This is an optimization exercise on Yosys and OpenROAD, whose aim is small area, a short achievable clock period and few clock cycles per item, not a production implementation. At most, simulation tests tie the RTL to the original design; equivalence was not proved. Power and IR drop assume default switching activity.

==> 01-12 <==
==> flow/design.v (excerpt) <==
module madd_pipeline #(parameter data_width = 16, parameter n_blocks = 256, parameter full_width = 2 * data_width + 8, parameter n_channels = 16)
	(
		input wire clk,
		input wire reset,
		input wire enable,
		input  wire in_valid,
		output wire in_ready,
		output wire out_valid,
		input  wire out_ready,
		input  wire [$clog2(n_blocks) - 1 : 0] block_in,
		output wire [$clog2(n_blocks) - 1 : 0] block_out,
		input wire [4:0] shift,
		input wire shift_disable,
		input wire signedness,
		input wire saturate_disable,
		input wire signed [data_width - 1 : 0] arg_a_in,
		input wire signed [data_width - 1 : 0] arg_b_in,
		input wire signed [data_width - 1 : 0] arg_c_in,
		output wire signed [full_width - 1 : 0] result_out,
		input  wire [ch_addr_w - 1 : 0] dest_in,
		output wire [ch_addr_w - 1 : 0] dest_out,
		input  wire [4 - 1 : 0] commit_id_in,
		output wire [4 - 1 : 0] commit_id_out,
		input wire commit_flag_in,
		output wire commit_flag_out
	);
	localparam ch_addr_w = $clog2(n_channels);
	wire [3:0] s4  = ~shift[3:0];
	wire       big = shift[4];
	wire [3:0] sa  = (shift_disable | big) ? 4'd0 : s4;
	wire [16:0] a_ext = {signedness & arg_a_in[15], arg_a_in};
	wire [16:0] b_ext = {signedness & arg_b_in[15], arg_b_in};
	wire [33:0] c_ext = {{18{signedness & arg_c_in[15]}}, arg_c_in};
	wire [33:0] c_sh  = c_ext << sa;
	wire [33:0] rnd   = (sa == 4'd0) ? 34'd0 : (34'd1 << (sa - 4'd1));
	wire [33:0] crow  = big ? 34'd0 : (c_sh | rnd);
	wire pp1;
	wire pp2;
	wire pp3;
	wire pp4;
	wire pp5;
	wire pp6;
	wire pp7;
	wire pp8;
	wire pp9;
	wire pp10;
	wire pp11;
	wire pp12;
	wire pp13;
	wire pp14;
	wire pp15;
	wire pp16;
	wire pp17;
	wire pp18;
	wire pp19;
	wire pp20;
	wire pp21;
	wire pp22;
	wire pp23;
	wire pp24;
	wire pp25;
	wire pp26;
	wire pp27;
	wire pp28;
	wire pp29;
	wire pp30;
	wire pp31;
	wire pp32;
	wire pp33;
	wire pp34;
	wire pp35;
	wire pp36;
	wire pp37;
	wire pp38;
	wire pp39;
	wire pp40;
	wire pp41;
	wire pp42;
	wire pp43;
	wire pp44;
  ...
export LEC_CHECK = 0
export ABC_AREA = 1
export CAP_MARGIN = 20
export CORE_MARGIN = 2
export CORE_UTILIZATION = 40
export SETUP_SLACK_MARGIN = 2.2
export SLEW_MARGIN = 20
create_clock -name core_clock -period 7.5 [get_ports {clk}]
standard.sh (not shown) runs the stock make flow with config.mk's settings and CLKGATE_MAP_FILE= SYNTH_SCRIPT=/design/flow/synth_recipe.tcl, a recipe that flattens the netlist after the stock synthesis.
==> flow/flow/run.sh <==
#!/bin/bash
# Own layout flow: the standard flow (standard.sh) with a few extra ORFS
# make variables, read one per line from flow/extra.mk. By default the port
# buffers that buffer_ports inserts are plain buf_2 cells (buffer_ports
# otherwise picks clkdlybuf4s50_1, a slow 10 um2 delay cell).
# Between synthesis and floorplan, flow/fixinv.py re-chooses the polarity of
# the full adders to drop the inverters that Yosys leaves between them; it
# changes no register and no other cell.
# Logs: flow_synth.log (synthesis), fixinv.log, flow_standard.log (the rest);
# each ORFS step also keeps its own log under orfs/logs/.
set -euo pipefail
cd "$(dirname "$0")/.."
EXTRA=()
PORTBUF="BUFFER_PORTS_ARGS=-buffer_cell sky130_fd_sc_hd__buf_2"
if [[ -f flow/extra.mk ]]; then
  while IFS= read -r line; do
    [[ -z "$line" || "$line" == \#* ]] && continue
    if [[ "$line" == BUFFER_PORTS_ARGS=* ]]; then PORTBUF="$line"; continue; fi
    EXTRA+=("$line")
  done < flow/extra.mk
fi
RES="$PWD/orfs/results/${FLOW_PLATFORM:-sky130hd}/madd_pipeline/base"
bash standard.sh "$PORTBUF" ${EXTRA[@]+"${EXTRA[@]}"} "$RES/1_2_yosys.v" > flow_synth.log 2>&1
python3 flow/fixinv.py "$RES/1_2_yosys.v" "$RES/1_2_yosys.fixinv.v" > fixinv.log 2>&1
cp "$RES/1_2_yosys.v" "$RES/1_2_yosys.orig.v"
mv "$RES/1_2_yosys.fixinv.v" "$RES/1_2_yosys.v"
bash standard.sh "$PORTBUF" ${EXTRA[@]+"${EXTRA[@]}"} finish > flow_standard.log 2>&1
Other scripts of this flow, unchanged in this note and not shown: flow/flow/fixinv.py
==> inputs of 06-20, as changes to 01-12 <==
- SETUP_SLACK_MARGIN: 2.2 -> 2.0
==> flow_summary_export.csv <==
group,metric,value,unit
outcome,outcome,"no timing/DRC/antenna violations",
timing,fmaxAchievable,192.7,MHz
final_layout,num-clock-buffers,9,
drt,wl_met2,21.92,mm
setup_path,cp.depth,15,
final_layout,buf_share,6.639,%
drt,routed_wl,45.67,mm
timing,rsz0062_at_grt,"true",
final_layout,instances_no_fill,2537,
(the above is from 01-12)
==> flow_summary_export.csv <==
group,metric,value,unit
outcome,outcome,"no timing/DRC/antenna violations",
timing,rsz0062_at_grt,"false",
final_layout,instances_no_fill,2517,
final_layout,num-clock-buffers,10,
timing,fmaxAchievable,187.9,MHz
setup_path,cp.depth,20,
drt,wl_met2,21.51,mm
drt,routed_wl,45.02,mm
(the above is from 06-20)
Testbench counts of 01-12, summed over its fixed seeds: cycles 24,008, items 24,000.
Testbench counts of 06-20, summed over its fixed seeds: cycles 24,008, items 24,000.

========
==> v12 <==
madd_pipeline, a different RTL version from the one above (not shown whole).
==> flow/config.mk <==
export PLATFORM = sky130hd
export DESIGN_NAME = madd_pipeline
export DESIGN_NICKNAME = madd_pipeline
export VERILOG_FILES = /design/flow/design.v
export SDC_FILE = /design/flow/constraint.sdc
export NUM_CORES = 4
export LEC_CHECK = 0
export ABC_AREA = 1
export CAP_MARGIN = 20
export CORE_MARGIN = 2
export CORE_UTILIZATION = 40
export SETUP_SLACK_MARGIN = 1.0
export SLEW_MARGIN = 20
==> flow/constraint.sdc <==
create_clock -name core_clock -period 7.5 [get_ports {clk}]
set_input_delay 1.5000 -clock core_clock [delete_from_list [all_inputs] [get_ports {clk}]]
set_output_delay 1.5000 -clock core_clock [all_outputs]
set_load 0.01 [all_outputs]
run.sh (not shown) runs the stock make flow with config.mk's settings and CLKGATE_MAP_FILE= SYNTH_SCRIPT=/design/flow/synth_recipe.tcl, a recipe that flattens the netlist after the stock synthesis.
Stock flow here: none of the scripts above is used.
==> v11 (differences from v12) <==
SETUP_SLACK_MARGIN = 2.0   (was 1.0)
==> v2 (differences from v12) <==
SETUP_SLACK_MARGIN = 3.0   (was 1.0)
==> comparison table <==
quantity                                                                                             v12                        v11                         v2
Count of routing violations after the opening detailed-route iteration                             1,425                      1,179                      1,606
Launching element type of the critical path                                                     register              primary input                   register
Antenna violations before repair                                                                       0                          0                          2
Endpoint of the worst-slack reg-to-reg timing path                                               r0_q[0]                    r0_q[0]                    c_q[13]
Met1 routing resource usage after global routing                                                   0.334                      0.337                      0.356
Fraction of the core area covered by cells at the end of the flow                                  0.461                      0.488                      0.580
Status                                                                  no timing/DRC/antenna violations  no timing/DRC/antenna violations  no timing/DRC/antenna violations
Library cell appearing most often on the critical path                          sky130_fd_sc_hd__nand2_1      sky130_fd_sc_hd__fa_1   sky130_fd_sc_hd__nand2_2
Global routing usage on met3                                                                      0.0273                     0.0270                     0.0315
Master of the slowest instance on the critical path                     sky130_fd_sc_hd__clkdlybuf4s50_1  sky130_fd_sc_hd__clkinv_1  sky130_fd_sc_hd__edfxtp_1
Latest clock arrival within the worst-skew pair                                                  0.38 ns                    0.38 ns                    0.36 ns
Placed instance area                                                                         18,500 um^2                18,500 um^2                18,700 um^2
Number of logic inverters in the finished layout                                                     432                        435                        436
Non-clock buffer contribution to total cell area                                                  0.0870                     0.0951                      0.158
Cell count after placement                                                                         2,943                      2,943                      2,931
No functional check of the RTL was part of any run of this note.

========
==> 01-04 <==
madd_pipeline, a different RTL version from the one above (not shown whole).
==> flow/config.mk <==
export PLATFORM = sky130hd
export DESIGN_NAME = madd_pipeline
export DESIGN_NICKNAME = madd_pipeline
export VERILOG_FILES = /design/flow/design.v
export SDC_FILE = /design/flow/constraint.sdc
export NUM_CORES = 4
export LEC_CHECK = 0
export ABC_AREA = 1
export CAP_MARGIN = 20
export CORE_MARGIN = 2
export CORE_UTILIZATION = 40
export SLEW_MARGIN = 20
==> flow/constraint.sdc <==
create_clock -name core_clock -period 7.5 [get_ports {clk}]
set_input_delay 1.5000 -clock core_clock [delete_from_list [all_inputs] [get_ports {clk}]]
set_output_delay 1.5000 -clock core_clock [all_outputs]
set_load 0.01 [all_outputs]
==> inputs of 11-19, as changes to 01-04 <==
--- a/flow/design.v
+++ b/flow/design.v
@@ -1064,25 +1064,23 @@
 	assign c498 = (crow[31] & c430) | (crow[31] & s431) | (c430 & s431);
 	assign s499 = crow[32] ^ s433 ^ c432;
 	assign c500 = (crow[32] & s433) | (crow[32] & c432) | (s433 & c432);
 	assign s501 = pp162 ^ c434 ^ crow[33];
 	assign c502 = (pp162 & c434) | (pp162 & crow[33]) | (c434 & crow[33]);
 	wire [33:0] row0 = {s501, c498, s497, s495, s493, s491, c488, c486, s485, s483, s481, c478, c476, c474, c472, c470, c468, c466, c464, c462, c460, c458, c456, c454, c452, c450, c448, c446, c444, c442, c440, c438, c436, crow[0]};
 	wire [33:0] row1 = {c500, s499, c496, c494, c492, c490, s489, s487, c484, c482, c480, s479, s477, s475, s473, s471, s469, s467, s465, s463, s461, s459, s457, s455, s453, s451, s449, s447, s445, s443, s441, s439, s437, s435};
-	wire [17:0] sum_lo = row0[16:0] + row1[16:0];
 	reg        v_q;
 	reg [3:0]  sh_q;
 	reg        big_q, rb_en_q, satd_q, sg_q;
 	reg [15:0] c_q;
 	reg [7:0]  block_q;
 	reg [3:0]  dest_q, cid_q;
 	reg        cf_q;
-	reg [17:0] lo_q;
-	reg [33:17] h0_q;
-	reg [33:17] h1_q;
+	reg [33:0] r0_q;
+	reg [33:0] r1_q;
 	assign in_ready  = ~v_q | out_ready;
 	assign out_valid = v_q;
 	wire take_in  = in_valid & in_ready;
 	wire take_out = v_q & out_ready;
 	always @(posedge clk) begin
 		if (reset)
 			v_q <= 1'b0;
@@ -1091,30 +1089,29 @@
 				v_q <= 1'b1;
 			else if (take_out)
 				v_q <= 1'b0;
 		end
 	end
 	always @(posedge clk) begin
 		if (enable & take_in) begin
-			lo_q <= sum_lo;
-			h0_q <= row0[33:17];
-			h1_q <= row1[33:17];
+			r0_q <= row0;
+			r1_q <= row1;
 			sh_q    <= (shift_disable & ~big) ? 4'd0 : s4;
 			big_q   <= big;
 			rb_en_q <= big & ~shift_disable;
 			satd_q  <= saturate_disable;
 			sg_q    <= signedness;
 			c_q     <= arg_c_in;
 			block_q <= block_in;
 			dest_q  <= dest_in;
 			cid_q   <= commit_id_in;
 			cf_q    <= commit_flag_in;
 		end
 	end
-	wire [33:0] x = {h0_q + h1_q + lo_q[17], lo_q[16:0]};
+	wire [33:0] x = r0_q + r1_q;
 	wire signed [33:0] y = $signed(x) >>> sh_q;
 	wire [32:0] xd = x[33:1] ^ x[32:0];
 	reg  [32:0] ovf_mask;
 	integer k;
 	always @(*)
 		for (k = 0; k < 33; k = k + 1)
 			ovf_mask[k] = (k >= 15 + sh_q);
==> flow/flow/run.sh (new file) <==
#!/bin/bash
# Own layout flow: the standard flow (standard.sh, unchanged synthesis),
# with the port buffers that buffer_ports inserts made plain sky130 buffers
# (buffer_ports otherwise picks clkdlybuf4s50_1, a slow 10 um2 delay cell).
# The full output of the flow goes to flow_standard.log in this folder.
set -euo pipefail
cd "$(dirname "$0")/.."
EXTRA=()
if [[ -f flow/extra.mk ]]; then
  while IFS= read -r line; do
    [[ -z "$line" || "$line" == \#* ]] && continue
    EXTRA+=("$line")
  done < flow/extra.mk
fi
bash standard.sh "BUFFER_PORTS_ARGS=-buffer_cell sky130_fd_sc_hd__buf_2" ${EXTRA[@]+"${EXTRA[@]}"} finish > flow_standard.log 2>&1
==> flow/standard.sh (new file) <==
#!/bin/bash
# synth_recipe.tcl (not shown) runs the flow's synth.tcl, then flattens the netlist and writes it again
# the make line also repeats each setting of config.mk as NAME=value (left out here)
make -C /OpenROAD-flow-scripts/flow DESIGN_CONFIG=/design/flow/config.mk WORK_HOME=/design/flow/orfs CLKGATE_MAP_FILE= SYNTH_SCRIPT=/design/flow/synth_recipe.tcl "${@:-finish}"
--- a/flow/config.mk
+++ b/flow/config.mk
@@ -5,8 +5,9 @@
 export SDC_FILE = /design/flow/constraint.sdc
 export NUM_CORES = 4
 export LEC_CHECK = 0
 export ABC_AREA = 1
 export CAP_MARGIN = 20
 export CORE_MARGIN = 2
 export CORE_UTILIZATION = 40
+export SETUP_SLACK_MARGIN = 2.0
 export SLEW_MARGIN = 20
removed: flow/run.sh
==> inputs of 03-16, as changes to 01-04 <==
--- a/flow/design.v
+++ b/flow/design.v
@@ -28,17 +28,17 @@
 	localparam ch_addr_w = $clog2(n_channels);
 	wire [3:0] s4  = ~shift[3:0];
 	wire       big = shift[4];
 	wire [3:0] sa  = (shift_disable | big) ? 4'd0 : s4;
 	wire [16:0] a_ext = {signedness & arg_a_in[15], arg_a_in};
 	wire [16:0] b_ext = {signedness & arg_b_in[15], arg_b_in};
 	wire [33:0] c_ext = {{18{signedness & arg_c_in[15]}}, arg_c_in};
-	wire [33:0] c_sh = c_ext << sa;
-	wire [33:0] rnd  = (sa == 4'd0) ? 34'd0 : (34'd1 << (sa - 4'd1));
-	wire [33:0] crow = big ? 34'd0 : (c_sh | rnd);
+	wire [33:0] c_sh  = c_ext << sa;
+	wire [33:0] rnd   = (sa == 4'd0) ? 34'd0 : (34'd1 << (sa - 4'd1));
+	wire [33:0] crow  = big ? 34'd0 : (c_sh | rnd);
 	wire pp1;
 	wire pp2;
 	wire pp3;
 	wire pp4;
 	wire pp5;
 	wire pp6;
 	wire pp7;
@@ -1062,27 +1062,25 @@
 	assign c496 = (c370 & s429) | (c370 & c428) | (s429 & c428);
 	assign s497 = crow[31] ^ c430 ^ s431;
 	assign c498 = (crow[31] & c430) | (crow[31] & s431) | (c430 & s431);
 	assign s499 = crow[32] ^ s433 ^ c432;
 	assign c500 = (crow[32] & s433) | (crow[32] & c432) | (s433 & c432);
 	assign s501 = pp162 ^ c434 ^ crow[33];
 	assign c502 = (pp162 & c434) | (pp162 & crow[33]) | (c434 & crow[33]);
-	wire [33:0] row0 = {s501, c498, s497, s495, s493, s491, c488, c486, s485, s483, s481, c478, c476, c474, c472, c470, c468, c466, c464, c462, c460, c458, c456, c454, c452, c450, c448, c446, c444, c442, c440, c438, c436, crow[0]};
-	wire [33:0] row1 = {c500, s499, c496, c494, c492, c490, s489, s487, c484, c482, c480, s479, s477, s475, s473, s471, s469, s467, s465, s463, s461, s459, s457, s455, s453, s451, s449, s447, s445, s443, s441, s439, s437, s435};
-	wire [17:0] sum_lo = row0[16:0] + row1[16:0];
+	wire [33:0] row0 = {s501, s499, s497, s495, s493, s491, c488, c486, s485, s483, s481, c478, c476, c474, c472, c470, c468, c466, c464, c462, c460, c458, c456, c454, c452, c450, c448, c446, c444, c442, c440, c438, c436, crow[0]};
+	wire [33:0] row1 = {c500, c498, c496, c494, c492, c490, s489, s487, c484, c482, c480, s479, s477, s475, s473, s471, s469, s467, s465, s463, s461, s459, s457, s455, s453, s451, s449, s447, s445, s443, s441, s439, s437, s435};
 	reg        v_q;
 	reg [3:0]  sh_q;
 	reg        big_q, rb_en_q, satd_q, sg_q;
 	reg [15:0] c_q;
 	reg [7:0]  block_q;
 	reg [3:0]  dest_q, cid_q;
 	reg        cf_q;
-	reg [17:0] lo_q;
-	reg [33:17] h0_q;
-	reg [33:17] h1_q;
+	reg [33:0] r0_q;
+	reg [33:0] r1_q;
 	assign in_ready  = ~v_q | out_ready;
 	assign out_valid = v_q;
 	wire take_in  = in_valid & in_ready;
 	wire take_out = v_q & out_ready;
 	always @(posedge clk) begin
 		if (reset)
 			v_q <= 1'b0;
@@ -1091,30 +1089,29 @@
 				v_q <= 1'b1;
 			else if (take_out)
 				v_q <= 1'b0;
 		end
 	end
 	always @(posedge clk) begin
 		if (enable & take_in) begin
-			lo_q <= sum_lo;
-			h0_q <= row0[33:17];
-			h1_q <= row1[33:17];
+			r0_q <= row0;
+			r1_q <= row1;
 			sh_q    <= (shift_disable & ~big) ? 4'd0 : s4;
 			big_q   <= big;
 			rb_en_q <= big & ~shift_disable;
 			satd_q  <= saturate_disable;
 			sg_q    <= signedness;
 			c_q     <= arg_c_in;
 			block_q <= block_in;
 			dest_q  <= dest_in;
 			cid_q   <= commit_id_in;
 			cf_q    <= commit_flag_in;
 		end
 	end
-	wire [33:0] x = {h0_q + h1_q + lo_q[17], lo_q[16:0]};
+	wire [33:0] x = r0_q + r1_q;
 	wire signed [33:0] y = $signed(x) >>> sh_q;
 	wire [32:0] xd = x[33:1] ^ x[32:0];
 	reg  [32:0] ovf_mask;
 	integer k;
 	always @(*)
 		for (k = 0; k < 33; k = k + 1)
 			ovf_mask[k] = (k >= 15 + sh_q);
==> flow/flow/run.sh (new file) <==
#!/bin/bash
# Own layout flow: the standard flow (standard.sh, unchanged synthesis),
# with the port buffers that buffer_ports inserts made plain sky130 buffers
# (buffer_ports otherwise picks clkdlybuf4s50_1, a slow 10 um2 delay cell).
# The full output of the flow goes to flow_standard.log in this folder.
set -euo pipefail
cd "$(dirname "$0")/.."
EXTRA=()
if [[ -f flow/extra.mk ]]; then
  while IFS= read -r line; do
    [[ -z "$line" || "$line" == \#* ]] && continue
    EXTRA+=("$line")
  done < flow/extra.mk
fi
bash standard.sh "BUFFER_PORTS_ARGS=-buffer_cell sky130_fd_sc_hd__buf_2" ${EXTRA[@]+"${EXTRA[@]}"} finish > flow_standard.log 2>&1
==> flow/standard.sh (new file) <==
#!/bin/bash
# synth_recipe.tcl (not shown) runs the flow's synth.tcl, then flattens the netlist and writes it again
# the make line also repeats each setting of config.mk as NAME=value (left out here)
make -C /OpenROAD-flow-scripts/flow DESIGN_CONFIG=/design/flow/config.mk WORK_HOME=/design/flow/orfs CLKGATE_MAP_FILE= SYNTH_SCRIPT=/design/flow/synth_recipe.tcl "${@:-finish}"
--- a/flow/config.mk
+++ b/flow/config.mk
@@ -5,8 +5,9 @@
 export SDC_FILE = /design/flow/constraint.sdc
 export NUM_CORES = 4
 export LEC_CHECK = 0
 export ABC_AREA = 1
 export CAP_MARGIN = 20
 export CORE_MARGIN = 2
 export CORE_UTILIZATION = 40
+export SETUP_SLACK_MARGIN = 2.5
 export SLEW_MARGIN = 20
removed: flow/run.sh
==> inputs of 08-20, as changes to 01-04 <==
--- a/flow/design.v
+++ b/flow/design.v
@@ -1064,25 +1064,23 @@
 	assign c498 = (crow[31] & c430) | (crow[31] & s431) | (c430 & s431);
 	assign s499 = crow[32] ^ s433 ^ c432;
 	assign c500 = (crow[32] & s433) | (crow[32] & c432) | (s433 & c432);
 	assign s501 = pp162 ^ c434 ^ crow[33];
 	assign c502 = (pp162 & c434) | (pp162 & crow[33]) | (c434 & crow[33]);
 	wire [33:0] row0 = {s501, c498, s497, s495, s493, s491, c488, c486, s485, s483, s481, c478, c476, c474, c472, c470, c468, c466, c464, c462, c460, c458, c456, c454, c452, c450, c448, c446, c444, c442, c440, c438, c436, crow[0]};
 	wire [33:0] row1 = {c500, s499, c496, c494, c492, c490, s489, s487, c484, c482, c480, s479, s477, s475, s473, s471, s469, s467, s465, s463, s461, s459, s457, s455, s453, s451, s449, s447, s445, s443, s441, s439, s437, s435};
-	wire [17:0] sum_lo = row0[16:0] + row1[16:0];
 	reg        v_q;
 	reg [3:0]  sh_q;
 	reg        big_q, rb_en_q, satd_q, sg_q;
 	reg [15:0] c_q;
 	reg [7:0]  block_q;
 	reg [3:0]  dest_q, cid_q;
 	reg        cf_q;
-	reg [17:0] lo_q;
-	reg [33:17] h0_q;
-	reg [33:17] h1_q;
+	reg [33:0] r0_q;
+	reg [33:0] r1_q;
 	assign in_ready  = ~v_q | out_ready;
 	assign out_valid = v_q;
 	wire take_in  = in_valid & in_ready;
 	wire take_out = v_q & out_ready;
 	always @(posedge clk) begin
 		if (reset)
 			v_q <= 1'b0;
@@ -1091,30 +1089,29 @@
 				v_q <= 1'b1;
 			else if (take_out)
 				v_q <= 1'b0;
 		end
 	end
 	always @(posedge clk) begin
 		if (enable & take_in) begin
-			lo_q <= sum_lo;
-			h0_q <= row0[33:17];
-			h1_q <= row1[33:17];
+			r0_q <= row0;
+			r1_q <= row1;
 			sh_q    <= (shift_disable & ~big) ? 4'd0 : s4;
 			big_q   <= big;
 			rb_en_q <= big & ~shift_disable;
 			satd_q  <= saturate_disable;
 			sg_q    <= signedness;
 			c_q     <= arg_c_in;
 			block_q <= block_in;
 			dest_q  <= dest_in;
 			cid_q   <= commit_id_in;
 			cf_q    <= commit_flag_in;
 		end
 	end
-	wire [33:0] x = {h0_q + h1_q + lo_q[17], lo_q[16:0]};
+	wire [33:0] x = r0_q + r1_q;
 	wire signed [33:0] y = $signed(x) >>> sh_q;
 	wire [32:0] xd = x[33:1] ^ x[32:0];
 	reg  [32:0] ovf_mask;
 	integer k;
 	always @(*)
 		for (k = 0; k < 33; k = k + 1)
 			ovf_mask[k] = (k >= 15 + sh_q);
==> metrics.yaml <==
yosys:
  synth.distinct_cells: 52
timing:
  min_period_ns: 5.33
  period_share_pct: 71.0
global_route:
  use_met1_pct: 33.1
run_status:
  status: "no timing/DRC/antenna violations"
final_layout:
  multi_input_area_share_pct: 62.7
The numbers above come from 11-19.

==> metrics.yaml <==
timing:
  hold_slack_ns: 0.468
  period_share_pct: 69.6
  min_period_ns: 5.22
yosys:
  synth-async-reset-ratio_pct: 0
global_route:
  use_met1_pct: 34.0
final_layout:
  multi_input_area_share_pct: 61.6
  clock_area_share_pct: 1.53
run_status:
  status: "no timing/DRC/antenna violations"
critical_path:
  crit_path_max_fanout: 7
The numbers above come from 03-16.

==> metrics.yaml <==
final_layout:
  multi_input_area_share_pct: 61.8
  multi_input_area_um2: 10900
  stdcell_area_um2: 17700
timing:
  period_share_pct: 93.0
  min_period_ns: 6.98
yosys:
  synth.distinct_cells: 55
  synth-async-reset-ratio_pct: 0
global_route:
  grt_usage_pct: 23.8
  use_met1_pct: 31.6
run_status:
  status: "no timing/DRC/antenna violations"
clock_tree:
  cts_max_level: 3
The numbers above come from 01-04.

==> metrics.yaml <==
run_status:
  status: "no timing/DRC/antenna violations"
power:
  powerComb_uw: 4610
  seq-power_uw: 1030
routing:
  wl_met3_mm: 2.74
timing:
  period_share_pct: 86.5
hold_path:
  worstHoldPathType: "reg2reg"
global_route:
  use_met1_pct: 33.4
  grt.met3_usage_pct: 2.73
yosys:
  synth.distinct_cells: 52
  yosys-top-cells-count: "nand2_1, inv_1, o21ai_0"
The numbers above come from 08-20.

No functional check of the RTL was part of any run of this note.

[static timing again, ports no longer ideal]
How much do the figures lean on ideal ports? The routed layouts below were timed once more, with nothing changed but the port constraints. Step 1: set_driving_cell puts a clkbuf_16 on clk and a buf_2 on each other input, an assumption about the parent block. Step 2 times the ports against the registers' clock, not the clock port: input delays grow and output delays shrink by t, the midpoint of the rising clock arrivals with the driver on. Slacks: ideal / step 1 / step 2; pairs: ideal / step 1.
| run | shift t [ns] | setup slack, ns | latest minus earliest clock arrival (ns) | worst slew at a driven data input, ns |
|---|---|---|---|---|
| 01-12 | 0.401 | 2.310 / 2.337 / 1.935 | 0.018 / 0.017 | 0.05 |
| 06-20 | 0.390 | 2.177 / 2.190 / 1.800 | 0.013 / 0.013 | 0.05 |
| v12 | 0.431 | 1.394 / 1.340 / 1.155 | 0.015 / 0.015 | 0.05 |
| v11 | 0.430 | 2.055 / 2.055 / 1.656 | 0.013 / 0.013 | 0.05 |
| v2 | 0.405 | 2.228 / 2.183 / 2.248 | 0.009 / 0.009 | 0.06 |
| 01-04 | 0.389 | 0.522 / 0.545 / 0.156 | 0.012 / 0.012 | 0.07 |
| 11-19 | 0.421 | 2.171 / 2.158 / 1.778 | 0.014 / 0.014 | 0.07 |
| 03-16 | 0.424 | 2.279 / 2.228 / 2.158 | 0.022 / 0.023 | 0.08 |
| 08-20 | 0.430 | 1.016 / 0.962 / 1.166 | 0.013 / 0.013 | 0.05 |
After both steps every run listed still meets setup and hold. For v11, which loses most, drivers alone change the setup slack by 0.000 ns; drivers and shift together by -0.399 ns.
